This is an optimization exercise on Yosys and OpenROAD, whose aim is a short achievable clock period and few clock cycles, not a production implementation.
At most, simulation tests tie the RTL to the original design; equivalence was not proved.
No driver is modelled on the clock port, so clocking that relies on it looks cheaper here than on a real chip.
No activity file was given, so power comes from the tool's default toggle rates.

// RV32core
module RV32core(
        input clk,   
        input rst,   
        output[31:0] imem_addr,
        input [31:0] imem_data,
        output[31:0] dmem_addr,
        output[31:0] dmem_wdata,
        output[3:0]  dmem_wstrb,
        input [31:0] dmem_rdata
    );
    localparam BI = 4;               
    localparam NB = 1 << BI;
    localparam HI = 5;               
    localparam NH = 1 << HI;
    localparam LH = 5;               
    localparam NP = 1 << LH;
    localparam RD = 4;               
    localparam T_BR = 2'd0, T_JAL = 2'd1, T_RET = 2'd2, T_IND = 2'd3;
    reg [31:0] pc_f;
    reg        v_d;
    reg [31:0] ir_d, pc_d, ptgt_d, pc4_d;
    reg        pt_d;                 
    reg        bp_d;                 
    reg [13:0] dc_d;                 
    reg        stall_q;              
    reg [HI-1:0] bi_d;               
    reg        v_e;
    reg [31:0] a_e, b_e, sd_e;       
  ...
Size in the first run: about 3800 flip-flops, about 170 I/O pins.
export LEC_CHECK = 0
export ABC_CLOCK_PERIOD_IN_PS = 100
export CAP_MARGIN = 20
export CORE_MARGIN = 2
export CORE_UTILIZATION = 40
export SLEW_MARGIN = 20
create_clock -name core_clock -period 17.0 [get_ports {clk}]
standard.sh (not shown) runs the stock make flow with config.mk's settings and CLKGATE_MAP_FILE= SYNTH_SCRIPT=/design/flow/synth_recipe.tcl, a recipe that flattens the netlist after the stock synthesis.
==> flow/flow/run.sh <==
#!/bin/bash
set -euo pipefail
MARGIN=${MARGIN:-12.8}
HERE=$(pwd)
bash standard.sh ADDER_MAP_FILE= synth > synth.log 2>&1
bash standard.sh ADDER_MAP_FILE= SETUP_SLACK_MARGIN=$MARGIN \
  PRE_DETAIL_PLACE_TCL=$HERE/flow/pull_outs.tcl POST_CTS_TCL=$HERE/flow/post_cts.tcl \
  finish > layout.log 2>&1
Other scripts of this flow, unchanged in this note and not shown: flow/flow/drop_root.tcl, flow/flow/post_cts.tcl, flow/flow/pull_outs.tcl
Rerun with:
--- a/flow/design.v
+++ b/flow/design.v
@@ -1,23 +1,23 @@
 `timescale 1ns / 1ps
 module RV32core(
         input clk,   
         input rst,   
         output[31:0] imem_addr,
         input [31:0] imem_data,
         output[31:0] dmem_addr,
         output[31:0] dmem_wdata,
         output[3:0]  dmem_wstrb,
         input [31:0] dmem_rdata
     );
-    localparam BI = 4;               
+    localparam BI = 5;               
     localparam NB = 1 << BI;
     localparam HI = 5;               
     localparam NH = 1 << HI;
     localparam LH = 5;               
     localparam NP = 1 << LH;
     localparam RD = 4;               
     localparam T_BR = 2'd0, T_JAL = 2'd1, T_RET = 2'd2, T_IND = 2'd3;
     reg [31:0] pc_f;
     reg        v_d;
     reg [31:0] ir_d, pc_d, ptgt_d, pc4_d;
     reg        pt_d;                 
Outcome: Clock-buffer cell count rose by 123. Clock power rose by about a fifth. Cell area rose by about a fifth. Setup slack degrades by 660 ps. Worst hold slack degrades by 10 ps. Synthesized area rose by about a fifth. Cell count rose by about a fifth. Wire length rose by about a fifth. Fmax fell by roughly a tenth. Die area rose by about a fifth. Power rose by a quarter to a third.
No run of this note included a check of the RTL's function; only the layout flow was run.

---

Setup of the reference run:
RV32core, a different RTL version from the one above (not shown whole).
Size in the first run: about 15000 cells after synthesis, about 3800 flip-flops, roughly 170 I/O pins, ~0.16 mm² of cells after synthesis.
export LEC_CHECK = 0
export ABC_CLOCK_PERIOD_IN_PS = 100
export CAP_MARGIN = 20
export CORE_MARGIN = 2
export CORE_UTILIZATION = 30
export SLEW_MARGIN = 20
create_clock -name core_clock -period 17.0 [get_ports {clk}]
==> flow/flow/run.sh <==
#!/bin/bash
# Layout: the standard ORFS flow with these changes.
#  * synthesis leaves adders to abc as plain gates (ADDER_MAP_FILE empty)
#    instead of mapping them onto the library's full/half adder cells
#  * timing repair is asked to leave SETUP_SLACK_MARGIN ns of setup slack at
#    the design's clock period, so it works on the real critical paths
#  * before detailed placement, each flip-flop that drives an output port's
#    buffer is moved next to that buffer (flow/pull_outs.tcl)
#  * the port buffers are buf_4 cells (BUFFER_PORTS_ARGS), not delay cells
# Each tool's output is in synth.log and layout.log, and ORFS's logs under orfs/.
set -euo pipefail
MARGIN=${MARGIN:-13.1}
HERE=$(pwd)
bash standard.sh ADDER_MAP_FILE= synth > synth.log 2>&1
bash standard.sh ADDER_MAP_FILE= SETUP_SLACK_MARGIN=$MARGIN \
  BUFFER_PORTS_ARGS="-buffer_cell sky130_fd_sc_hd__buf_4" PRE_DETAIL_PLACE_TCL=$HERE/flow/pull_outs.tcl POST_CTS_TCL=$HERE/flow/post_cts.tcl \
  finish > layout.log 2>&1
Other scripts of this flow, unchanged in this note and not shown: flow/flow/drop_root.tcl, flow/flow/post_cts.tcl, flow/flow/pull_outs.tcl
Testbench counts of the reference run, summed over its fixed seeds: cycles 329,746.
diff inputs: the reference run => the trial run
--- a/flow/design.v
+++ b/flow/design.v
@@ -1,25 +1,25 @@
 `timescale 1ns / 1ps
 module RV32core(
         input clk,   
         input rst,   
         output[31:0] imem_addr,
         input [31:0] imem_data,
         output[31:0] dmem_addr,
         output[31:0] dmem_wdata,
         output[3:0]  dmem_wstrb,
         input [31:0] dmem_rdata
     );
-    localparam BI = 4;               
+    localparam BI = 5;               
     localparam NB = 1 << BI;
-    localparam HI = 5;               
+    localparam HI = 6;               
     localparam NH = 1 << HI;
     localparam LH = 5;               
     localparam NP = 1 << LH;
     localparam RD = 4;               
     localparam T_BR = 2'd0, T_JAL = 2'd1, T_RET = 2'd2, T_IND = 2'd3;
     reg [31:0] pc_f;
     reg        v_d;
     reg [31:0] ir_d, pc_d, ptgt_d, pc4_d;
     reg        pt_d;                 
     reg        bp_d;                 
     reg [13:0] dc_d;                 
Results
- Post-layout minimum cycle time, the trial run and the reference run: higher on the trial run
- Summary of the comparison: portion of total power attributed to sequential cells is lower in the trial run, relative to the reference run.
- Taking the reference run as the reference, in the trial run non-clock buffer instance count of the final layout went up by about 44%; sequential cell count now larger; final HPWL from detailed placement higher; first-pass GRT wire length higher; worst relative slew slack went down by 10 points.
- Clock skew: the trial run > the reference run
- As far as number of antenna-violating nets in the routed design goes, the reference run and the trial run are indistinguishable; the numbers are identical.
- Compared to the reference run, the trial run has total detailed-routing wirelength 51% higher.
- Compared with the reference run, in the trial run maximum frequency shrank by 10 MHz, utilization after layout held steady.
No functional check of the RTL was part of the trial run.

## what the ideal ports hide
The flow's constraints put no driver on any port. The routed layouts listed below were extracted and timed again, unchanged, in two steps.
Step 1 sets driving cells, clkbuf_16 on the clock port and buf_2 on the other inputs (assumed; they add their load-dependent delay and slew).
Step 2 adds t to the input delays and takes it off the output delays; t is the mean of the earliest and latest rising clock arrival at the registers after step 1. Input paths then give back, and output paths get back, about the clock's delay inside the block.
Slacks: ideal / step 1 / step 2; pairs: ideal / step 1.
run	t (ns)	setup slack, ns	clock arrival spread, ns	slew at the worst register clock pin (ns)	pins driven straight from the clock port
the first run of note 1	0.968	12.278 / 12.154 / 11.793	0.136 / 0.136	0.07 / 0.07	4
the second run of note 1	1.018	11.615 / 11.615 / 11.295	0.205 / 0.206	0.08 / 0.08	4
the reference run	0.984	12.386 / 12.149 / 11.672	0.126 / 0.127	0.07 / 0.07	4
the trial run	1.127	12.155 / 11.886 / 11.742	0.178 / 0.178	0.08 / 0.08	4
After both steps every run listed still meets setup and hold. For the reference run, which loses most, drivers alone change the setup slack by -0.237 ns; drivers and shift together by -0.714 ns.
